What follows belongs to an exercise in optimizing a design on an open flow for small area, a short achievable clock period and few clock cycles per item; a production flow would make more cautious choices.
In this exercise RTL edits were held to simulation tests only and were not proved equivalent to the original.
Power figures rest on the tool's default switching activity, not on a simulated workload.

### design/flow/config.mk
export PLATFORM = sky130hd
export DESIGN_NAME = main
export DESIGN_NICKNAME = main
export VERILOG_FILES = /design/flow/design.v
export SDC_FILE = /design/flow/constraint.sdc
export NUM_CORES = 4
export LEC_CHECK = 0
export CAP_MARGIN = 20
export CORE_AREA = 2.5 2.5 59.5 59.5
export DIE_AREA = 0 0 62 62
export SLEW_MARGIN = 20
### design/flow/constraint.sdc
create_clock -name core_clock -period 5.0 [get_ports {clk_i}]
set_input_delay 1.0000 -clock core_clock [delete_from_list [all_inputs] [get_ports {clk_i}]]
set_output_delay 1.0000 -clock core_clock [all_outputs]
set_load 0.01 [all_outputs]
### design/flow/design.v
`timescale 1ns / 1ps
module mult;
endmodule
`timescale 1ns / 1ps
module cbrt (
	input [7 : 0] a_bi,
	output [2 : 0] y_bo
);
    assign y_bo = (a_bi >= 8'd217) ? 3'd7 :
                  (a_bi >= 8'd216) ? 3'd6 :
                  (a_bi >= 8'd125) ? 3'd5 :
                  (a_bi >= 8'd64)  ? 3'd4 :
                  (a_bi >= 8'd27)  ? 3'd3 :
                  (a_bi >= 8'd8)   ? 3'd2 :
                  (a_bi != 8'd0)   ? 3'd1 : 3'd0;
endmodule
`timescale 1ns / 1ps
module main(
	input rst_i,
	input clk_i,
	input [7 : 0] a_in,
	input [7 : 0] b_in,
	output busy_out,
	output [15 : 0] y_out
);
    wire [2:0] g;
    wire [9:0] y_next;
    reg  [9:0] y;
    cbrt cbrt1(.a_bi(b_in), .y_bo(g));
    assign y_next = {2'b00, a_in} + {1'b0, a_in, 1'b0} + {6'd0, g, 1'b0};
    always @(posedge clk_i)
        if (rst_i)
            y <= y_next;
    assign busy_out = 1'b0;
    assign y_out = {6'd0, y};
endmodule
### design/flow/flow/run.sh
#!/bin/bash
# Own flow: the standard layout, but the port buffers are the smallest
# buffer (buf_1) instead of the resizer's default pick.
set -euo pipefail
bash standard.sh "BUFFER_PORTS_ARGS=-buffer_cell sky130_fd_sc_hd__buf_1" finish > standard.log 2>&1
### design/flow/standard.sh
#!/bin/bash
# synth_recipe.tcl (not shown) runs the flow's synth.tcl, then flattens the netlist and writes it again
# the make line also repeats each setting of config.mk as NAME=value (left out here)
make -C /OpenROAD-flow-scripts/flow DESIGN_CONFIG=/design/flow/config.mk WORK_HOME=/design/flow/orfs CLKGATE_MAP_FILE= SYNTH_SCRIPT=/design/flow/synth_recipe.tcl "${@:-finish}"
==> notes.md, run 1 <==
status no timing/DRC/antenna violations; Post-CTS Setup Inserts 0; fmax 299 MHz; proportion of layout cells with a drive suffix above 1 4.31%; Synth cell types 29; row cnt 20; remaining routing DRC violations 0; top post-synthesis cells by area edfxtp_1 34%, ha_1 16%, fa_1 9.0%; Yosys top cell area share 33.9%; Yosys reg bits 10; GRT met1 Usage 7.23%; die width 62 um; Initial Utilization a little under 30%; DR vias 695; drt initial violations 5; Die Area 3840 um2; first-pass GRT wire length 2190 um; critical path startpoint category primary input; Syn. warnings 1; crit path capture type flip-flop; worst-path maximum fanout 4; grt peak-use layer met2; Worst IR Drop VDD 0.0619 mV; Fin Hold WS 0.950 ns; n_diodes 0; commonest cells in the netlist 11 x ha_1, 10 x edfxtp_1, 10 x inv_1, 7 x buf_4, 7 x nand2_1; routing usage on met3 0.621%; ys flop type edfxtp_1; initial antenna violation count 0; Final setup viols 0; Layout Area Growth over Synthesis 16.8%; H-tree lvl count 1; final hold vios 0; port bufs 27; CTS Root Buffer Type clkbuf_4; register area share after synthesis 33.9%; hold crit path type in2reg; Largest register FFs 10; CTS Buffer Depth 2; CTS tree yes; worst path arrival time about 3.3 ns; Wirelength per Cell ~8.7 um; IO Pins 35; Lkg Pwr 0.000421 uW; post-synthesis cell count 87; RSZ-0062 raised after global routing no; ys async rst share 0%; DP HPWL around 1200 um; # clock sinks 10; fin crit share 66.8%; grt ovf 0; GR met2 Demand/Resource 15.5%; Power Density 257 nW/um2; CP Class in2reg; total negative slack 0 ns; synthesized area per cell a little over 10 um2; post-layout util roughly a third; vias per cell 4.34; Tot GR Track Use 7.64%; post-synthesis cell area around 890 um2; fin crit period around 3.3 ns; vias in the first global route approximately 600; cts bufs inserted 3; hold_buf cts 0; drt pass-1 iters 4; HP Start a_in[0]; largest net degree at the start of global routing 11; CTS clk-pin slew, worst paths approximately 0.050 ns; nets 151; largest reg by FF count y; top flop regs y (10); die outline height 62 um; Antenna Violating Nets Remaining 0; CP required around 5.0 ns; gpl congestion 0.803; # Max-Cap Violations 0; core area 3080 um2; Final Max Tran Viols 0; crit path from b_in[3]; post-route cell area 1040 um2; count leader, synth ha_1; post-CTS sizing 0; Post-synth EDFFs 10; post-placement cell area 1010 um2; top cell type by total area after synthesis edfxtp_1; Routed WL between 1000 and 1500 um
cell type report:
class	count	area, um2
Inverter	10	37.5
Multi-Input combinational cell	66	519
Tap cell	44	55.1
Fill cell	333	2040
Clock buffer	3	22.5
Sequential cell	10	300
Timing Repair Buffer	27	101
path summary, 6_finish.rpt:
| kind | to | slack [ns] | depth (start not counted) |
|---|---|---|---|
| setup / recovery | y[8] | 1.66 | 11 |
| hold / removal | y[0] | 0.95 | 1 |
per-stage QoR:
| stage | instances | setup slack (ns) | power, uW |
|---|---|---|---|
| finish | 160 | 1.66 | 266 |
| global route | 160 | 1.47 | 286 |
| floorplan | 93 | 1.77 | 192 |
| detailed placement | 157 | 1.39 | 218 |
| CTS | 160 | 1.65 | 269 |
| global placement | 157 | 1.49 | 217 |
kinds of logic after synthesis:
| family | share of synthesized area [%] |
|---|---|
| xor+xnor | 4.94 |
| buf+inv | 10.2 |
| other cells | 0.423 |
| compound gates | 13.0 |
| simple gates | 13.1 |
| fa+ha+maj | 24.5 |
| flops | 33.9 |
metal layers:
metal | part of all wire, % | vias to the layer above | wire, um
li1 | - | 359 | -
met1 | 40 | 310 | 555
met3 | 7.1 | 2 | 98
met2 | 51 | 24 | 711
met5 | 0 | - | 0
met4 | 1.7 | 0 | 23
report_power, final:
part           switching [uW]  total (uW)  internal [uW]  leakage, uW
combinational            57.6        98.1           40.5     0.000309
sequential               3.01         117            114    0.0000976
clock                    22.8        50.3           27.5    0.0000138
critical path: stages:
cell and delay [ns]:
buf_1 0.17, nand2_1 0.12, o31a_1 0.25, o32ai_1 0.40, fa_1 0.24, inv_1 0.04, ha_1 0.19, fa_1 0.42
a211oi_1 0.26, or4b_1 0.16, nand4_1 0.08
placed cells by master, fill, tap and decap left out, types with 2 or more instances in the layout:
cell type / count
ha_1: 11
nand3_1: 2
edfxtp_1: 10
nor3b_1: 2
nor3_1: 5
fa_1: 4
o21ai_0: 3
clkbuf_4: 3
nor2_1: 3
buf_1: 27
conb_1: 7
nand2_1: 7
a21oi_1: 3
inv_1: 10
xor2_1: 4
Testbench counts, summed over its fixed seeds: cycles 2,400, items 2,400.
==> inputs of run 2 (changes only) <==
==> design/flow/flow/run.sh (replaced) <==
#!/bin/bash
# Own flow: the standard layout (standard.sh) with two changes:
#  - synthesis runs flow/synth.tcl: ORFS's synthesis with the same passes and
#    register names, but without full-adder extraction and with ABC mapping by
#    flow/abc.script;
#  - the port buffers are the smallest buffer (buf_1).
# Each step's full log is in orfs/logs/; make's output is in standard.log.
set -euo pipefail
here=$(pwd)
export MY_ABC_SCRIPT=$here/flow/abc.script
bash standard.sh "SYNTH_SCRIPT=$here/flow/synth.tcl" \
  "BUFFER_PORTS_ARGS=-buffer_cell sky130_fd_sc_hd__buf_1" finish > standard.log 2>&1
==> design/flow/flow/abc.script (new file) <==
strash; dch; map -D 1200; topo; buffer -c; upsize -D 1200 -c; dnsize -D 1200 -c
==> design/flow/flow/synth.tcl (new file) <==
# ORFS synthesis as synth_recipe.tcl runs it, but with extract_fa skipped and
# abc given the script named by MY_ABC_SCRIPT.
proc synth {args} { yosys synth -nofsm -noshare {*}$args }
proc extract_fa {args} { puts "extract_fa: skipped by my_synth.tcl" }
proc abc {args} {
  set i [lsearch -exact $args -script]
  if {$i >= 0} { lset args [expr {$i + 1}] $::env(MY_ABC_SCRIPT) }
  puts "abc (my_synth.tcl): $args"
  yosys abc {*}$args
}
source $::env(SCRIPTS_DIR)/synth.tcl
# left out here: clear keep_hierarchy, flatten, clean up, hide names made inside functions, write 1_2_yosys.v
==> run 2 against run 1 <==
Effect of this change: non-clock buffer count stayed put; worst hold slack better by 0.068 ns; setup slack better by 0.81 ns; critical endpoint is now y[7]; still clean; cell area is 8.9% higher; clock power is 4.6% higher.
==> notes.md, run 2 <==
CP required 5.01 ns (about the same); highest metal used met4; Yosys reg bits 10 (unchanged); Filler cells 334 (+0.30%); Antenna Violating Nets Remaining 0 (unchanged); worst path arrival time 2.55 ns (-0.79 ns); fin crit period 2.54 ns (-0.805 ns); Final Max Tran Viols 0 (unchanged); post-synthesis cell count 131 (+51%); top flop regs y (10); hold crit path type in2reg; metal3 WL 116 um (+18%); CTS clk-pin slew, worst paths 0.06 ns (about the same); IO Pins 35 (unchanged); Largest register FFs 10 (unchanged); Synth cell types 30 (+3.4%); final hold vios 0 (unchanged); Sequential Power Share 42.6% (-1.5 points); Power Density 234 nW/um2 (-8.8%); Syn. warnings 1 (unchanged); proportion of layout cells with a drive suffix above 1 10.6% (+6.2 points); drt pass-1 iters 4 (unchanged); top post-synthesis cells by area edfxtp_1 31%, nor2_1 10%, nand2_1 8.8%; Lkg Pwr 0.000485 uW (+15%); gpl congestion 0.947 (+18%); # clock sinks 10 (unchanged); remaining routing DRC violations 0 (unchanged); Post-synth EDFFs 10 (unchanged); Tot GR Track Use 10.2% (+2.5 points); H-tree lvl count 1 (unchanged); most frequent cells in the layout 27 x nor2_1, 27 x buf_1, 23 x nand2_1, 19 x inv_1, 10 x edfxtp_1; Worst IR Drop VDD 0.0557 mV (-9.9%); CTS Root Buffer Type clkbuf_4; status no timing/DRC/antenna violations; Worst-Margin Slew 0.501 ns; Met2 Wirelength 778 um (+9.4%); commonest cells in the netlist 27 x nor2_1, 23 x nand2_1, 19 x inv_1, 10 x edfxtp_1, 7 x buf_4; row cnt 20 (unchanged); count leader, synth nor2_1; Die Area 3840 um2 (unchanged); CTS tree yes; post-layout util 36.7% (+3.0 points); CP max stage delay 0.29 ns (-0.13 ns); crit path capture type flip-flop; core area 3080 um2 (unchanged); DP Cell Count 201 (+28%); cts bufs inserted 3 (unchanged); total negative slack 0 ns (unchanged); post-CTS sizing 0 (unchanged); post-synthesis cell area 976 um2 (+10%); drt initial violations 29 (+24); Layout Area Growth over Synthesis 15.6%; nets 180 (+19%); die outline height 62 um (unchanged); initial antenna violation count 0 (unchanged); number of buffers and inverters on the critical path 2 (unchanged); largest net degree at the start of global routing 11 (unchanged); port bufs 27 (unchanged); vias in the first global route 756 (+25%); register area share after synthesis 30.8% (-3.1 points); non-filler cells, final 205 (+28%); CTS Buffer Depth 2 (unchanged); ys async rst share 0% (unchanged); worst-path maximum fanout 4 (unchanged); Slowest-stage cell, CP or2_4; RSZ-0062 raised after global routing no; Post-CTS Setup Inserts 0 (unchanged); critical path startpoint category primary input; DP HPWL 1510 um (+23%); fin crit share 50.7% (-16 points); first-pass GRT wire length 2950 um (+35%); grt ovf 0 (unchanged); net switching power 90.6 uW (+8.7%); Yosys top cell area share 30.8% (-3.1 points); relative slew slack 66.6%; die width 62 um (unchanged); largest reg by FF count y; CP Class in2reg; Routed WL 1710 um (+23%); cell-internal power 173 uW (-5.0%); DR vias 881 (+27%); switching part of the total 34.3% (+3.0 points); synthesized area per cell 7.45 um2 (-27%); Initial Utilization 31.7% (+2.9 points); hold_buf cts 0 (unchanged); top cell type by total area after synthesis edfxtp_1; fmax 394 MHz (+32%); Final setup viols 0 (unchanged); vias per cell 4.30 (-1.1%); Cell Chain, Critical Path buf_1 > inv_1 > nor2_1 > nand4_1 > nand3_2 > a21oi_4 > or2_4 > o21ai_1 > nand2_1 > o211ai_1 > nor2_1 > nand3_1 > nand2_1; ys flop type edfxtp_1; Wirelength per Cell 8.33 um (-3.9%); Top Family by Delay on Critical Path simple AND/OR/NAND/NOR gates; # Max-Cap Violations 0 (unchanged); n_diodes 0 (unchanged); Logic pwr share 37.5% (+0.6 points); WL met1 787 um (+42%); Clk pwr share 19.9% (+1.0 points)
run 2: cell count changes after synthesis, sizes merged, moves of 4 or more:
cell,before,now
nor3,5,1
inv,10,20
o21ai,3,7
fa,4,0
nor2,3,29
nand2,7,23
nand3,2,8
ha,11,0
run 2: metrics by stage:
| step | cell area [um2] | hold slack [ns] | power, uW | worst slack, ns |
|---|---|---|---|---|
| 6_report | 1130 | 1.02 | 264 | 2.46 |
| 5_1_grt | 1130 | 1.04 | 287 | 2.17 |
| 4_1_cts | 1130 | 1.01 | 268 | 2.45 |
| 3_5_place_dp | 1100 | 1.27 | 214 | 2.18 |
| 3_3_place_gp | 1100 | 1.28 | 212 | 2.24 |
| 2_1_floorplan | 998 | 1.10 | 191 | 2.54 |
run 2: routing by layer:
metal	global-route usage, %	vias up
met4	5.47	0
li1	-	475
met5	0	-
met2	18.8	29
met3	0.828	4
met1	11.5	373
run 2: worst paths after layout:
path | end | slack [ns] | from | depth (start not counted)
max | y[7] | 2.46 | b_in[3] | 13
min | y[0] | 1.02 | a_in[0] | 1
run 2: kinds of logic (layout without fill, tap and decap cells):
| kind of cell | count (synthesis) | after routing | share of synthesized area (%) |
|---|---|---|---|
| compound gates | 22 | 22 | 19.1 |
| simple gates | 63 | 63 | 28.7 |
| flops | 10 | 10 | 30.8 |
| buf+inv | 27 | 51 | 13.1 |
| other cells | 1 | 7 | 0.384 |
| xor+xnor | 8 | 8 | 7.95 |
run 2: final cells by class:
cell class | count | area, um2 | share of cell area, %
Clock inverter | 1 | 3.75 | 0.333
Clock buffer | 3 | 22.5 | 2.00
Sequential cell | 10 | 300 | 26.6
Multi-Input combinational cell | 100 | 571 | 50.6
Timing Repair Buffer | 27 | 101 | 8.98
Tap cell | 44 | 55.1 | 4.88
Inverter | 20 | 75.1 | 6.65
run 2: power by group through the flow:
stage / logic, uW / clock network [uW] / registers [uW]
detailed placement: 99.6 / 0 / 114
global placement: 98.3 / 0 / 114
finish: 99.0 / 52.6 / 112
floorplan: 68.7 / 0 / 122
global route: 114 / 58.9 / 114
CTS: 99.8 / 55.1 / 113
==> inputs of run 3 (changes only) <==
==> design/flow/design.v (replaced) <==
`timescale 1ns / 1ps
module mult;
endmodule
`timescale 1ns / 1ps
module cbrt (
	input [7 : 0] b,
	output [2 : 0] g
);
    assign g = (b >= 8'd217) ? 3'd7 :
               (b >= 8'd216) ? 3'd6 :
               (b >= 8'd125) ? 3'd5 :
               (b >= 8'd64)  ? 3'd4 :
               (b >= 8'd27)  ? 3'd3 :
               (b >= 8'd8)   ? 3'd2 :
               (b != 8'd0)   ? 3'd1 : 3'd0;
endmodule
`timescale 1ns / 1ps
module main(
	input rst_i,
	input clk_i,
	input [7 : 0] a_in,
	input [7 : 0] b_in,
	output busy_out,
	output [15 : 0] y_out
);
    wire [2:0] g;
    cbrt cbrt1(.b(b_in), .g(g));
    wire [9:0] t = {2'b00, a_in} + {1'b0, a_in, 1'b0};     
    wire [4:0] s = {1'b0, t[3:0]} + {1'b0, g, 1'b0};        
    reg [5:0] q;
    reg e;
    reg [3:0] lo;
    always @(posedge clk_i)
        if (rst_i) begin
            q <= t[9:4];
            e <= s[4];
            lo <= s[3:0];
        end
    assign busy_out = 1'b0;
    assign y_out = {6'd0, q + {5'd0, e}, lo};
endmodule
--- a/design/flow/config.mk
+++ b/design/flow/config.mk
@@ -8,4 +8,5 @@
 export CAP_MARGIN = 20
 export CORE_AREA = 2.5 2.5 59.5 59.5
 export DIE_AREA = 0 0 62 62
+export SETUP_SLACK_MARGIN = 2.5
 export SLEW_MARGIN = 20
==> run 3 against run 2 <==
Effect of this change: still clean on timing, DRC and antenna; power shrank 0.18%; setup slack gained 0.23 ns; sequential share of layout area rose by 5.2 points; sequential cell count increased by 1; largest power group unchanged; cell area shrank 7.9%; via count is 8.2% lower.
==> notes.md, run 3 <==
nets 166 (-7.8%); post-placement cell area 1010 um2 (-8.3%); largest net degree at the start of global routing 12 (+1); Final setup viols 0 (unchanged); initial antenna violation count 0 (unchanged); relative slew slack 62.9% (-3.6 points); die outline height 62 um (unchanged); CP max stage delay 0.38 ns (+0.09 ns); register area 330 um2 (+10%); RSZ-0062 raised after global routing no; register area share after synthesis 37.3% (+6.6 points); port bufs 27 (unchanged); Post-synth EDFFs 11 (+1); Lkg Pwr 0.000432 uW (-11%); fin crit share 46.2% (-4.5 points); largest reg by FF count q; remaining routing DRC violations 0 (unchanged); Largest register FFs 6 (-4); CTS Root Buffer Type clkbuf_4; Syn. warnings 1 (unchanged); proportion of layout cells with a drive suffix above 1 3.40% (-7.2 points); synthesized area per cell 7.56 um2 (+1.5%); Cell Chain, Critical Path nand3_1 > nor2_2 > nand2_1 > xnor2_1 > buf_1; Routed WL 1730 um (+1.1%); DR vias 809 (-8.2%); crit path capture type output pin; ys async rst share 0% (unchanged); core area 3080 um2 (unchanged); Yosys reg bits 11 (+1); most frequent cells in the layout 27 x buf_1, 26 x nor2_1, 13 x nand2_1, 13 x inv_1, 11 x edfxtp_1; IO Pins 35 (unchanged); Wirelength per Cell 9.04 um (+8.5%); Filler cells 342 (+2.4%); cts bufs inserted 3 (unchanged); CTS Buffer Depth 2 (unchanged); hold_buf cts 0 (unchanged); critical path startpoint category flip-flop; status no timing/DRC/antenna violations; fin crit period 2.31 ns (-0.226 ns); post-synthesis cell count 117 (-11%); Power Density 253 nW/um2 (+8.3%); Final Max Tran Viols 0 (unchanged); DP HPWL 1460 um (-3.1%); commonest cells in the netlist 27 x nor2_1, 13 x inv_1, 13 x nand2_1, 11 x edfxtp_1, 10 x xor2_1; CTS tree yes; Initial Utilization 28.7% (-3.0 points); vias per cell 4.24 (-1.4%); Worst IR Drop VDD 0.0607 mV (+8.9%); post-layout util 33.8% (-2.9 points); CP Class reg2out; total negative slack 0 ns (unchanged); top post-synthesis cells by area edfxtp_1 37%, nor2_1 11%, xor2_1 9.9%; Tot GR Track Use 9.37% (-0.81 points); Layout Area Growth over Synthesis 17.5%; grt ovf 0 (unchanged); # clock sinks 11 (+1); Multi-input gate area 478 um2 (-16%); n_diodes 0 (unchanged); Synth cell types 20 (-33%); die width 62 um (unchanged); CTS clk-pin slew, worst paths 0.06 ns (about the same); first-pass GRT wire length 2690 um (-8.7%); Power Total 263 uW (-0.18%); Die Area 3840 um2 (unchanged); final hold vios 0 (unchanged); commonest non-fill, non-tap cell in the layout buf_1; Worst-Margin Slew 0.556 ns (+0.0547 ns); drt pass-1 iters 4 (unchanged); post-route cell area 1040 um2 (-7.9%); row cnt 20 (unchanged); post-synthesis cell area 885 um2 (-9.4%); top cell type by total area after synthesis edfxtp_1; CP required 4.00 ns (-1.01 ns); hold crit path type in2reg; Slowest-stage cell, CP edfxtp_1; fmax 433 MHz (+9.8%); vias in the first global route 657 (-13%); Yosys top cell area share 37.3% (+6.6 points); drt initial violations 16 (-45%); worst-path maximum fanout 3 (-1); # Max-Cap Violations 0 (unchanged); H-tree lvl count 1 (unchanged); worst path arrival time 1.31 ns (-1.24 ns); gpl congestion 0.761 (-20%); ys flop type edfxtp_1; top flop regs q (6), lo (4), e (1); Antenna Violating Nets Remaining 0 (unchanged); count leader, synth nor2_1
## run 3: cell count changes after synthesis, sizes merged, moves of 2 or more
cell    before  now
xor2         7   10
xnor2        1    3
nand3        8    5
a21boi       0    2
nand2       23   13
inv         20   13
nor2        29   27
nor3         1    3
## run 3: repair_timing
item,CTS,global route
endpoints found under the setup margin,0,1
buffers inserted,0,0
gates resized for setup,0,1
## run 3: worst paths after layout
| check | start | end | slack, ns | cells after the start |
|---|---|---|---|---|
| setup / recovery | e | y_out[9] | 2.69 | 5 |
| hold / removal | a_in[0] | lo[0] | 1.03 | 1 |
## run 3: cell families after synthesis
| group | Yosys count | share of synthesized area [%] |
|---|---|---|
| buf+inv | 20 | 11.5 |
| simple gates | 51 | 23.6 |
| other cells | 1 | 0.424 |
| flops | 11 | 37.3 |
| xor+xnor | 13 | 12.9 |
| compound gates | 21 | 14.3 |
## run 3: layout make-up
cell class / instances / share of cell area (%)
tap: 44 / 5.29
timing repair buffer: 27 / 9.75
multi-input combinational: 92 / 46.0
clock buffer: 4 / 2.53
inverter: 13 / 4.69
sequential: 11 / 31.8
## run 3: metal layers
layer  global-route usage [%]  up-vias  routed length (um)
li1                         -      435                   -
met1                     12.8      350                 816
met2                     14.1       22                 781
met3                    0.621        2                  97
met4                     6.38        0                  31
met5                        0        -                   0
## run 3: metrics by stage
step	instances	hold WS, ns	setup slack (ns)
2_1_floorplan	123	1.10	2.72
3_3_place_gp	187	1.31	2.54
3_5_place_dp	187	1.29	2.51
4_1_cts	191	1.01	2.60
5_1_grt	191	1.03	2.55
6_report	191	1.03	2.69
## run 3: worst max-delay path, delay by kind of cell (launching register included)
family,cells,cell delay [ns]
simple gates,3,0.38
flops,1,0.38
buf+inv,1,0.16
xor+xnor,1,0.13
## run 3: report_power, final
part | internal, uW | switching, uW
Sequential | 119 | 5.98
Combinational | 30.1 | 52.4
Clock | 30.7 | 25.2
Total | 180 | 83.6
Testbench counts of run 3, summed over its fixed seeds: cycles 2,400, items 2,400.
==> inputs of run 4 (changes only) <==
--- a/design/flow/config.mk
+++ b/design/flow/config.mk
@@ -8,5 +8,5 @@
 export CAP_MARGIN = 20
 export CORE_AREA = 2.5 2.5 59.5 59.5
 export DIE_AREA = 0 0 62 62
-export SETUP_SLACK_MARGIN = 2.5
+export SETUP_SLACK_MARGIN = 2.8
 export SLEW_MARGIN = 20
==> run 4 against run 3 <==
Effect of this change: critical endpoint unchanged; cell count is 2.6% higher; maximum frequency is 3.8% higher; sequential cell count did not move; power is 7.0% higher; routed wire length rose by 8.6%; clock-buffer cell count stayed put; sequential power hardly changed; die area unchanged.
==> notes.md, run 4 <==
grt ovf 0 (unchanged); register area share after synthesis 37.3% (unchanged); Final setup viols 0 (unchanged); Post-synth EDFFs 11 (unchanged); drt pass-1 iters 4 (unchanged); Filler cells 339 (-0.88%); fmax 450 MHz (+3.8%); drt initial violations 23 (+7); register area 330 um2 (unchanged); H-tree lvl count 1 (unchanged); Syn. warnings 1 (unchanged); CP Class reg2out; non-filler cells, final 196 (+2.6%); DP HPWL 1450 um (-0.99%); Cell Chain, Critical Path nand3_2 > nor2_4 > nand2_2 > xnor2_1 > buf_2; Lkg Pwr 0.000495 uW (+15%); DR vias 861 (+6.4%); first-pass GRT wire length 2940 um (+9.2%); Wirelength per Cell 9.57 um (+5.9%); hold crit path type in2reg; proportion of layout cells with a drive suffix above 1 21.1% (+18 points); RSZ-0062 raised after global routing yes; row cnt 20 (unchanged); count leader, synth nor2_1; CP max stage delay 0.37 ns (about the same); post-synthesis cell area 885 um2 (unchanged); DP Cell Count 187 (unchanged); CTS Root Buffer Type clkbuf_4; largest reg by FF count q; Initial Utilization 28.7% (unchanged); # clock sinks 11 (unchanged); Worst IR Drop VDD 0.0632 mV (+4.2%); most frequent cells in the layout 22 x nor2_1, 18 x buf_1, 13 x inv_1, 11 x edfxtp_1, 10 x xor2_1; ys flop type edfxtp_1; Antenna Violating Nets Remaining 0 (unchanged); status no timing/DRC/antenna violations; Layout Area Growth over Synthesis 30.6%; Synth cell types 20 (unchanged); Power Total 282 uW (+7.0%); Slowest-stage cell, CP edfxtp_1; CP required 4.00 ns (about the same); vias per cell 4.39 (+3.7%); n_diodes 0 (unchanged); port bufs 27 (unchanged); initial antenna violation count 0 (unchanged); CTS Buffer Depth 2 (unchanged); die outline height 62 um (unchanged); largest net degree at the start of global routing 12 (unchanged); vias in the first global route 730 (+11%); CTS clk-pin slew, worst paths 0.06 ns (about the same); top post-synthesis cells by area edfxtp_1 37%, nor2_1 11%, xor2_1 9.9%; die width 62 um (unchanged); core area 3080 um2 (unchanged); post-route cell area 1150 um2 (+11%); nets 171 (+3.0%); post-placement cell area 1010 um2 (+0.25%); cts bufs inserted 3 (unchanged); final hold vios 0 (unchanged); top flop regs q (6), lo (4), e (1); commonest non-fill, non-tap cell in the layout nor2_1; Tot GR Track Use 10.4% (+1.0 points); worst-path maximum fanout 3 (unchanged); remaining routing DRC violations 0 (unchanged); gpl congestion 0.812 (+6.8%); CTS tree yes; ys async rst share 0% (unchanged); Routed WL 1880 um (+8.6%); worst path arrival time 1.22 ns (-0.09 ns); fin crit share 44.5% (-1.7 points); IO Pins 35 (unchanged); Worst-Margin Slew 0.566 ns (+0.0100 ns); Yosys reg bits 11 (unchanged); hold_buf cts 0 (unchanged); relative slew slack 62.3% (-0.67 points); top cell type by total area after synthesis edfxtp_1; post-synthesis cell count 117 (unchanged); fin crit period 2.22 ns (-0.0856 ns); Power Density 244 nW/um2 (-3.6%); critical path startpoint category flip-flop; Multi-input gate area 532 um2 (+11%); synthesized area per cell 7.56 um2 (unchanged); Final Max Tran Viols 0 (unchanged); total negative slack 0 ns (unchanged); crit path capture type output pin; Die Area 3840 um2 (unchanged); Largest register FFs 6 (unchanged); # Max-Cap Violations 0 (unchanged); commonest cells in the netlist 27 x nor2_1, 13 x inv_1, 13 x nand2_1, 11 x edfxtp_1, 10 x xor2_1; Yosys top cell area share 37.3% (unchanged)
-- run 4: cell types whose count changed in the layout (fill, tap and decap cells not counted), sizes merged --
cell	change
buf	+1
clkbuf	+4
-- run 4: layout make-up --
class	instances	share of cell area (%)
Inverter	13	4.23
Multi-Input combinational cell	92	46.0
Timing Repair Buffer	32	14.1
Clock buffer	4	2.28
Sequential cell	11	28.6
Tap cell	44	4.77
-- run 4: repair_timing --
item | CTS | global route
pin swaps | 2 | 10
resized for setup | 7 | 25
endpoints found under the setup margin | 4 | 11
setup buffers | 2 | 3
-- run 4: cells by family (layout without fill, tap and decap cells) --
group                     after synthesis  after routing  synth area share [%]
other                                   1              7                 0.424
buffers and inverters                  20             49                  11.5
xor gates and xnor gates               13             13                  12.9
AOI/OAI and AO/OA                      21             21                  14.3
and+or+nand+nor                        51             51                  23.6
DFF                                    11             11                  37.3
-- run 4: worst max-delay path, delay by kind of cell (launching register included) --
| kind | cells | cell delay (ns) |
|---|---|---|
| buf+inv | 1 | 0.15 |
| xor+xnor | 1 | 0.12 |
| simple gates | 3 | 0.33 |
| flops | 1 | 0.37 |
-- run 4: metrics by stage --
stage	util (%)	setup slack, ns	hold WS (ns)
global placement	32.9	2.56	1.31
floorplan	-	2.78	1.10
finish	37.5	2.78	1.05
detailed placement	32.9	2.49	1.30
CTS	34.8	2.74	1.03
global route	37.5	2.67	1.03
-- run 4: worst paths after layout --
kind / endpoint / slack [ns] / cells after the start / startpoint
worst max-delay path: y_out[9] / 2.78 / 5 / q[1]
worst min-delay path: lo[0] / 1.05 / 1 / a_in[0]
-- run 4: report_power, final --
group / switching [uW] / internal, uW / leakage [uW]
Combinational: 59.0 / 40.9 / 0.000372
Sequential: 6.18 / 119 / 0.000108
Clock: 26.0 / 30.8 / 0.0000150
-- run 4: routing by layer --
metal,share of wire (%),vias to the layer above,routed length [um],global-route usage [%]
li1,-,449,-,-
met1,44,376,833,12.1
met2,48,32,901,16.7
met3,4.7,4,89,1.66
met4,2.7,0,51,8.51
met5,0,-,0,0
==> inputs of run 5 (changes only) <==
--- a/design/flow/config.mk
+++ b/design/flow/config.mk
@@ -8,5 +8,4 @@
 export CAP_MARGIN = 20
 export CORE_AREA = 2.5 2.5 59.5 59.5
 export DIE_AREA = 0 0 62 62
-export SETUP_SLACK_MARGIN = 2.8
 export SLEW_MARGIN = 20
==> run 5 against run 4 <==
Effect of this change: cell area is 10% lower; maximum frequency is 5.7% lower; non-clock buffer count is 5 lower; setup slack worse by 0.13 ns; sequential power hardly changed; critical endpoint unchanged.
==> notes.md, run 5 <==
status no timing/DRC/antenna violations; initial antenna violation count 0 (unchanged); Antenna Violating Nets Remaining 0 (unchanged); crit path capture type output pin; Final setup viols 0 (unchanged); proportion of layout cells with a drive suffix above 1 2.72% (-18 points); Synth cell types 20 (unchanged); nets 166 (-2.9%); # clock sinks 11 (unchanged); Post-CTS Setup Inserts 0 (-2); CTS clk-pin slew, worst paths 0.06 ns (about the same); vias per cell 4.22 (-3.9%); Post-synth EDFFs 11 (unchanged); post-synthesis cell area 885 um2 (unchanged); die width 62 um (unchanged); top cell type by total area after synthesis edfxtp_1; WHS Path Cells 1 (unchanged); cts bufs inserted 3 (unchanged); Yosys reg bits 11 (unchanged); n_diodes 0 (unchanged); ys flop type edfxtp_1; most frequent cells in the layout 27 x nor2_1, 27 x buf_1, 13 x nand2_1, 13 x inv_1, 11 x edfxtp_1; Syn. warnings 1 (unchanged); WL met1 816 um (-2.0%); IO Pins 35 (unchanged); metal3 WL 97 um (+9.0%); Tot GR Track Use 9.37% (-1.0 points); largest reg by FF count q; synthesized area per cell 7.56 um2 (unchanged); Routed WL 1720 um (-8.1%); top flop regs q (6), lo (4), e (1); Worst IR Drop VDD 0.0607 mV (-4.0%); ys async rst share 0% (unchanged); Power Total 263 uW (-6.7%); Initial Utilization 28.7% (unchanged); CTS tree yes; hold crit path type in2reg; highest metal used met4; CTS Buffer Depth 2 (unchanged); final hold vios 0 (unchanged); largest net degree at the start of global routing 12 (unchanged); DR vias 806 (-6.4%); HP Start a_in[0]; Lkg Pwr 0.000432 uW (-13%); CP Class reg2out; worst path arrival time 1.36 ns (+0.14 ns); port bufs 27 (unchanged); register area share after synthesis 37.3% (unchanged); relative slew slack 62.9% (+0.67 points); Final Max Tran Viols 0 (unchanged); fin crit period 2.36 ns (+0.134 ns); RSZ-0062 raised after global routing no; Largest register FFs 6 (unchanged); fin crit share 47.2% (+2.7 points); grt ovf 0 (unchanged); drt initial violations 16 (-30%); worst-path maximum fanout 3 (unchanged); top post-synthesis cells by area edfxtp_1 37%, nor2_1 11%, xor2_1 9.9%; Layout Area Growth over Synthesis 17.3%; critical path startpoint category flip-flop; vias in the first global route 657 (-10%); DP HPWL 1460 um (+1.0%); drt pass-1 iters 4 (unchanged); count leader, synth nor2_1; Power Density 253 nW/um2 (+3.8%); hold_buf cts 0 (unchanged); Wirelength per Cell 9.03 um (-5.7%); post-synthesis cell count 117 (unchanged); # Max-Cap Violations 0 (unchanged); post-CTS sizing 0 (-7); Die Area 3840 um2 (unchanged); Yosys top cell area share 37.3% (unchanged); CTS Root Buffer Type clkbuf_4; Filler cells 341 (+0.59%); total negative slack 0 ns (unchanged); core area 3080 um2 (unchanged); row cnt 20 (unchanged); gpl congestion 0.761 (-6.3%); die outline height 62 um (unchanged); remaining routing DRC violations 0 (unchanged); first-pass GRT wire length 2690 um (-8.4%); hold endpoint lo[0]; Worst-Margin Slew 0.556 ns (-0.0100 ns); fmax 424 MHz (-5.7%); CP required 4.00 ns (about the same); commonest cells in the netlist 27 x nor2_1, 13 x inv_1, 13 x nand2_1, 11 x edfxtp_1, 10 x xor2_1; H-tree lvl count 1 (unchanged); Met2 Wirelength 779 um (-14%)
==> run 5: cell counts after synthesis <==
No cell type changed its count.
==> run 5: worst max path at each step <==
stage | startpoint | end | slack [ns] | cells after the start
final | e | y_out[9] | 2.64 | 5
after global placement | a_in[5] | q[4] | 2.54 | 10
after detailed placement | b_in[1] | lo[3] | 2.51 | 9
after CTS | e | y_out[9] | 2.60 | 5
after floorplan | b_in[1] | lo[3] | 2.72 | 8
after global routing | e | y_out[9] | 2.48 | 5
==> run 5: worst max-delay path, stage by stage (launching register included) <==
cell	delay (ns)
edfxtp_1	0.38
nand3_1	0.13
nor2_1	0.20
nand2_1	0.09
xnor2_1	0.13
buf_1	0.16
==> run 5: through the flow <==
step                      setup slack (ns)  hold WS (ns)  cell area, um2  utilization, %  std cells
after CTS                             2.60          1.01            1040            33.7        191
after floorplan                       2.72          1.10             907               -        123
after global routing                  2.48          1.03            1040            33.7        191
final                                 2.64          1.03            1040            33.7        191
after global placement                2.54          1.31            1010            32.8        187
after detailed placement              2.51          1.29            1010            32.8        187
==> run 5: cell families (layout without fill, tap and decap cells) <==
| family | after synthesis | in the layout | synth area share, % |
|---|---|---|---|
| DFF | 11 | 11 | 37.3 |
| and+or+nand+nor | 51 | 51 | 23.6 |
| xor gates and xnor gates | 13 | 13 | 12.9 |
| other | 1 | 7 | 0.424 |
| AOI/OAI and AO/OA | 21 | 21 | 14.3 |
| buffers and inverters | 20 | 44 | 11.5 |
==> run 5: layout make-up <==
cell class                      count  area [um2]  area share, %
Sequential cell                    11         330           31.8
Multi-Input combinational cell     92         475           45.8
Clock buffer                        4        26.3           2.53
Inverter                           13        48.8           4.70
Tap cell                           44        55.1           5.31
Timing Repair Buffer               27         101           9.77
==> run 5: where the power goes <==
| group | total, uW | leakage [uW] | internal (uW) | switching [uW] |
|---|---|---|---|---|
| registers | 125 | 0.000108 | 119 | 5.95 |
| clock network | 56.0 | 0.0000150 | 30.7 | 25.2 |
| logic | 82.0 | 0.000309 | 30.0 | 52.0 |
==> run 5: layer usage <==
metal  global-route usage [%]  vias to the layer above
met1                     12.8                      347
met2                     14.1                       22
met3                    0.621                        2
met4                     6.38                        0
li1                         -                      435
met5                        0                        -
==> inputs of run 6 (changes only) <==
--- a/design/flow/config.mk
+++ b/design/flow/config.mk
@@ -7,5 +7,7 @@
 export LEC_CHECK = 0
 export CAP_MARGIN = 20
 export CORE_AREA = 2.5 2.5 59.5 59.5
+export CTS_CLUSTER_DIAMETER = 100
+export CTS_CLUSTER_SIZE = 30
 export DIE_AREA = 0 0 62 62
 export SLEW_MARGIN = 20
==> run 6 against run 5 <==
Effect of this change: routed wire length did not move; first-iteration DRC count is the same; largest cell class unchanged; critical path depth unchanged; sequential cell count did not move; non-clock buffer count stayed put; still clean; cell count is the same; setup slack unchanged; clock-buffer cell count unchanged; maximum frequency stayed put; area after synthesis unchanged; critical path type unchanged; sequential share of layout area is the same.
==> notes.md, run 6 <==
# Max-Cap Violations 0 (unchanged); die width 62 um (unchanged); DP HPWL 1460 um (unchanged); post-synthesis cell area 885 um2 (unchanged); Synth cell types 20 (unchanged); top flop regs q (6), lo (4), e (1); Worst-Margin Slew 0.556 ns (unchanged); Layout Area Growth over Synthesis 17.3% (unchanged); hold endpoint lo[0]; count leader, synth nor2_1; vias in the first global route 657 (unchanged); top post-synthesis cells by area edfxtp_1 37%, nor2_1 11%, xor2_1 9.9%; largest net degree at the start of global routing 12 (unchanged); Yosys reg bits 11 (unchanged); die outline height 62 um (unchanged); first-pass GRT wire length 2690 um (unchanged); CTS Root Buffer Type clkbuf_4; ys async rst share 0% (unchanged); # clock sinks 11 (unchanged); WHS Path Cells 1 (unchanged); CTS Buffer Depth 2 (unchanged); Tot GR Track Use 9.37% (unchanged); relative slew slack 62.9% (unchanged); worst-path maximum fanout 3 (unchanged); CP Class reg2out; top cell type by total area after synthesis edfxtp_1; worst path arrival time 1.36 ns (about the same); largest reg by FF count q; commonest cells in the netlist 27 x nor2_1, 13 x inv_1, 13 x nand2_1, 11 x edfxtp_1, 10 x xor2_1; drt pass-1 iters 4 (unchanged); cts bufs inserted 3 (unchanged); Syn. warnings 1 (unchanged); synthesized area per cell 7.56 um2 (unchanged); Power Density 253 nW/um2 (unchanged); total negative slack 0 ns (unchanged); Setup WS pre-CTS 2.51 ns (unchanged); fin crit share 47.2% (unchanged); Final setup viols 0 (unchanged); grt ovf 0 (unchanged); drt initial violations 16 (unchanged); core area 3080 um2 (unchanged); IO Pins 35 (unchanged); n_diodes 0 (unchanged); H-tree lvl count 1 (unchanged); gpl congestion 0.761 (unchanged); fin crit period 2.36 ns (unchanged); setup ws final 2.64 ns (unchanged); hold_buf cts 0 (unchanged); register area 330 um2 (unchanged); Post-Synth Simple-Gate Area 23.6% (unchanged); post-CTS sizing 0 (unchanged); CTS tree yes; Multi-input gate area 475 um2 (unchanged); Largest register FFs 6 (unchanged); Initial Utilization 28.7% (unchanged); Yosys top cell area share 37.3% (unchanged); HP Start a_in[0]; vias per cell 4.22 (unchanged); status no timing/DRC/antenna violations; DR vias 806 (unchanged); initial antenna violation count 0 (unchanged); register area share after synthesis 37.3% (unchanged); Routed WL 1720 um (unchanged); hold crit path type in2reg; ys flop type edfxtp_1; Filler cells 341 (unchanged); Post-CTS Setup Inserts 0 (unchanged); RSZ-0062 raised after global routing no; critical path startpoint category flip-flop; proportion of layout cells with a drive suffix above 1 2.72% (unchanged); crit path capture type output pin; XOR/XNOR share of the synthesized area 12.9% (unchanged); Antenna Violating Nets Remaining 0 (unchanged); most frequent cells in the layout 27 x nor2_1, 27 x buf_1, 13 x nand2_1, 13 x inv_1, 11 x edfxtp_1; nets 166 (unchanged); port bufs 27 (unchanged); post-synthesis cell count 117 (unchanged); remaining routing DRC violations 0 (unchanged); Wirelength per Cell 9.03 um (unchanged); row cnt 20 (unchanged); Lkg Pwr 0.000432 uW (unchanged); Die Area 3840 um2 (unchanged); post-synthesis mux area share 0% (unchanged); Synth Area in Compound Gates 14.3% (unchanged); main combinational cell family by area after synthesis simple AND/OR/NAND/NOR gates; Final Max Tran Viols 0 (unchanged); Post-synth EDFFs 11 (unchanged); fmax 424 MHz (unchanged); Post-Synth Adder-Cell Area 0% (unchanged); Power Total 263 uW (unchanged); Fin Hold WS 1.03 ns (unchanged); CTS clk-pin slew, worst paths 0.06 ns (about the same); CP required 4.00 ns (about the same); Worst IR Drop VDD 0.0607 mV (unchanged); final hold vios 0 (unchanged)
[run 6: cell counts in the layout (fill, tap and decap cells not counted)]
Identical to the previous run, type by type.
[run 6: how the worst max path moves through the flow]
stage / startpoint / end
2_1_floorplan: b_in[1] / lo[3]
3_3_place_gp: a_in[5] / q[4]
3_5_place_dp: b_in[1] / lo[3]
4_1_cts: e / y_out[9]
5_1_grt: e / y_out[9]
6_report: e / y_out[9]
[run 6: kinds of logic after synthesis]
group                     after synthesis
and+or+nand+nor                        51
AOI/OAI and AO/OA                      21
buffers and inverters                  20
xor gates and xnor gates               13
DFF                                    11
other                                   1
[run 6: power breakdown]
group	internal, uW	switching, uW	leakage, uW	total (uW)
logic	30.0	52.0	0.000309	82.0
registers	119	5.95	0.000108	125
clock network	30.7	25.2	0.0000150	56.0
total	180	83.1	0.000432	263
[run 6: final cells by class]
cell class | count | share of cell area, %
sequential | 11 | 31.8
multi-input combinational | 92 | 45.8
tap | 44 | 5.31
clock buffer | 4 | 2.53
timing repair buffer | 27 | 9.77
inverter | 13 | 4.70
[run 6: worst max-delay path: stages (launching register included)]
cell      delay, ns
edfxtp_1       0.38
nand3_1        0.13
nor2_1         0.20
nand2_1        0.09
xnor2_1        0.13
buf_1          0.16
[run 6: routing by layer]
metal  vias to the layer above  part of all wire [%]  track usage, %
met4                         0                   1.8            6.38
li1                        435                     -               -
met1                       347                    47            12.8
met3                         2                   5.6           0.621
met5                         -                     0               0
met2                        22                    45            14.1
[run 6: metrics by stage]
| stage | cells | util [%] | instance area [um2] |
|---|---|---|---|
| floorplan | 123 | - | 907 |
| global placement | 187 | 32.8 | 1010 |
| detailed placement | 187 | 32.8 | 1010 |
| CTS | 191 | 33.7 | 1040 |
| global route | 191 | 33.7 | 1040 |
| finish | 191 | 33.7 | 1040 |
==> inputs of run 7 (changes only) <==
--- a/design/flow/config.mk
+++ b/design/flow/config.mk
@@ -7,6 +7,7 @@
 export LEC_CHECK = 0
 export CAP_MARGIN = 20
 export CORE_AREA = 2.5 2.5 59.5 59.5
+export CTS_BUF_LIST = sky130_fd_sc_hd__clkbuf_2
 export CTS_CLUSTER_DIAMETER = 100
 export CTS_CLUSTER_SIZE = 30
 export DIE_AREA = 0 0 62 62
==> run 7 against run 6 <==
Effect of this change: still clean on timing, DRC and antenna; via count rose by 0.37%; cell count did not move; first-iteration DRC count did not move; synthesized cell count did not move; core utilization fell by 0.20 points; critical path depth did not move; clock-buffer cell count did not move; cell area fell by 0.60%; sequential share of layout area rose by 0.19 points; sequential power barely moved; combinational power barely moved; setup slack improved by 0.0031 ns; critical path type unchanged; largest cell class unchanged; largest power group unchanged.
==> notes.md, run 7 <==
CTS clk-pin slew, worst paths 0.10 ns (+0.04 ns); Final Max Tran Viols 0 (unchanged); vias in the first global route 656 (-0.15%); switching part of the total 33.0% (+1.3 points); relative slew slack 63.1% (+0.12 points); Synth Area in Compound Gates 14.3% (unchanged); synthesized area per cell 7.56 um2 (unchanged); WHS Path Cells 1 (unchanged); worst path arrival time 1.35 ns (about the same); main combinational cell family by area after synthesis simple AND/OR/NAND/NOR gates; register area share after synthesis 37.3% (unchanged); drt initial violations 16 (unchanged); Lkg Pwr 0.000434 uW (+0.38%); Post-Synth Adder-Cell Area 0% (unchanged); CTS tree yes; remaining routing DRC violations 0 (unchanged); largest reg by FF count q; initial antenna violation count 0 (unchanged); ys flop type edfxtp_1; core area 3080 um2 (unchanged); non-filler cells, final 191 (unchanged); H-tree lvl count 1 (unchanged); Logic pwr share 32.3% (+1.1 points); Synth cell types 20 (unchanged); drt pass-1 iters 4 (unchanged); net switching power 83.6 uW (+0.58%); die width 62 um (unchanged); proportion of layout cells with a drive suffix above 1 3.40% (+0.68 points); DR vias 809 (+0.37%); XOR/XNOR share of the synthesized area 12.9% (unchanged); Yosys top cell area share 37.3% (unchanged); RSZ-0062 raised after global routing no; grt ovf 0 (unchanged); post-synthesis mux area share 0% (unchanged); Routed WL 1720 um (-0.12%); top flop regs q (6), lo (4), e (1); Die Area 3840 um2 (unchanged); Crit path depth 5 (unchanged); gpl congestion 0.761 (unchanged); vias per cell 4.24 (+0.37%); largest net degree at the start of global routing 12 (unchanged); commonest cells in the netlist 27 x nor2_1, 13 x inv_1, 13 x nand2_1, 11 x edfxtp_1, 10 x xor2_1; Initial Utilization 28.7% (unchanged); Power Density 246 nW/um2 (-2.9%); total negative slack 0 ns (unchanged); Sequential Power Share 49.2% (+1.7 points); port bufs 27 (unchanged); hold_buf cts 0 (unchanged); Wirelength per Cell 9.02 um (-0.12%); fmax 425 MHz (+0.13%); CP max stage delay 0.39 ns (about the same); die outline height 62 um (unchanged); crit path capture type output pin; # clock sinks 11 (unchanged); row cnt 20 (unchanged); DP Cell Count 187 (unchanged); Clk pwr share 18.5% (-2.8 points); Yosys reg bits 11 (unchanged); Final setup viols 0 (unchanged); setup ws final 2.65 ns (+0.00307 ns); hold crit path type in2reg; Slowest-stage cell, CP edfxtp_1; nets 166 (unchanged); Setup WS pre-CTS 2.51 ns (unchanged); Tot GR Track Use 9.37% (unchanged); Syn. warnings 1 (unchanged); CTS Buffer Depth 2 (unchanged); fin crit share 47.1% (-0.061 points); top post-synthesis cells by area edfxtp_1 37%, nor2_1 11%, xor2_1 9.9%; top cell type by total area after synthesis edfxtp_1; CP Class reg2out; post-synthesis cell count 117 (unchanged); cell-internal power 170 uW (-5.4%); post-synthesis cell area 885 um2 (unchanged); IO Pins 35 (unchanged); ys async rst share 0% (unchanged); most frequent cells in the layout 27 x nor2_1, 27 x buf_1, 13 x nand2_1, 13 x inv_1, 11 x edfxtp_1; Post-CTS Setup Inserts 0 (unchanged); Largest register FFs 6 (unchanged); final hold vios 0 (unchanged); Worst-Margin Slew 0.554 ns (-0.00181 ns); Post-synth EDFFs 11 (unchanged); number of buffers and inverters on the critical path 1 (unchanged); count leader, synth nor2_1; post-CTS sizing 0 (unchanged); worst-path maximum fanout 3 (unchanged); CP required 4.00 ns (about the same); Worst IR Drop VDD 0.0508 mV (-16%); Layout Area Growth over Synthesis 16.5%; fin crit period 2.35 ns (-0.00307 ns); Cell Chain, Critical Path nand3_1 > nor2_1 > nand2_1 > xnor2_1 > buf_1; # Max-Cap Violations 0 (unchanged); Top Family by Delay on Critical Path simple AND/OR/NAND/NOR gates; n_diodes 0 (unchanged); Post-Synth Simple-Gate Area 23.6% (unchanged); Antenna Violating Nets Remaining 0 (unchanged); CTS Root Buffer Type clkbuf_2; cts bufs inserted 3 (unchanged); DP HPWL 1460 um (unchanged); critical path startpoint category flip-flop; first-pass GRT wire length 2680 um (-0.26%); status no timing/DRC/antenna violations
-- run 7: cell counts after synthesis --
Identical to the previous run, type by type.
-- run 7: power groups by stage --
stage | clock network (uW) | registers, uW | logic (uW)
after floorplan | 0 | 129 | 55.9
after global placement | 0 | 127 | 80.1
after detailed placement | 0 | 127 | 82.2
after CTS | 48.7 | 125 | 82.4
after global routing | 54.0 | 126 | 93.4
final | 46.9 | 125 | 82.1
-- run 7: worst paths after layout --
kind	to	slack, ns	startpoint
setup / recovery	y_out[9]	2.65	e
hold / removal	lo[0]	1.04	a_in[0]
-- run 7: cells by family after synthesis --
family | Yosys count
xor gates and xnor gates | 13
DFF | 11
AOI/OAI and AO/OA | 21
other | 1
buffers and inverters | 20
and+or+nand+nor | 51
-- run 7: stage by stage --
step	power [uW]	area [um2]	hold WS, ns	utilization (%)
floorplan	185	907	1.10	-
global placement	207	1010	1.31	32.8
detailed placement	209	1010	1.29	32.8
CTS	256	1030	1.02	33.5
global route	273	1030	1.03	33.5
finish	254	1030	1.04	33.5
-- run 7: final cells by class --
class | count | area, um2
clock buffers | 4 | 20.0
fillers | 342 | 2050
inverters | 13 | 48.8
multi-input cells | 92 | 475
flip-flops and latches | 11 | 330
well taps | 44 | 55.1
repair buffers | 27 | 101
-- run 7: routing by layer --
metal  part of all wire [%]  wire length (um)  vias up  track usage (%)
met3                    5.6                97        2            0.621
met2                     45               777       22             14.3
met4                    1.8                31        0             6.38
met5                      0                 0        -                0
met1                     47               816      349             12.6
li1                       -                 -      436                -

## afterwards: timing with drivers on the ports
Ports are ideal in the flow. The routed layouts listed here were re-timed in OpenROAD.
Step 1 sets driving cells, clkbuf_16 on the clock port and buf_2 on the other inputs (assumed; they add their load-dependent delay and slew).
Step 2, shift: input delay + t, output delay - t, t = (earliest + latest rising clock arrival at the registers) / 2. This alone moves slack from input paths to output paths.
Slacks: ideal / step 1 / step 2; pairs: ideal / step 1.
run	t, ns	setup WS [ns]	worst setup path at the end	clock arrival spread, ns
run 1	0.270	1.659 / 1.653 / 1.383	input to register	0.001 / 0.001
run 2	0.271	2.464 / 2.458 / 2.187	input to register	0.004 / 0.004
run 3	0.277	2.690 / 2.668 / 2.493	input to register	0.001 / 0.001
run 4	0.278	2.776 / 2.755 / 2.525	input to register	0.001 / 0.001
run 5	0.277	2.642 / 2.620 / 2.493	input to register	0.001 / 0.001
run 6	0.277	2.642 / 2.620 / 2.493	input to register	0.001 / 0.001
run 7	0.260	2.645 / 2.623 / 2.500	input to register	0.004 / 0.003
After both steps setup and hold are still met in every run listed. The setup slack of run 2, which loses most, moves by -0.006 ns with the drivers and by -0.277 ns with both steps.
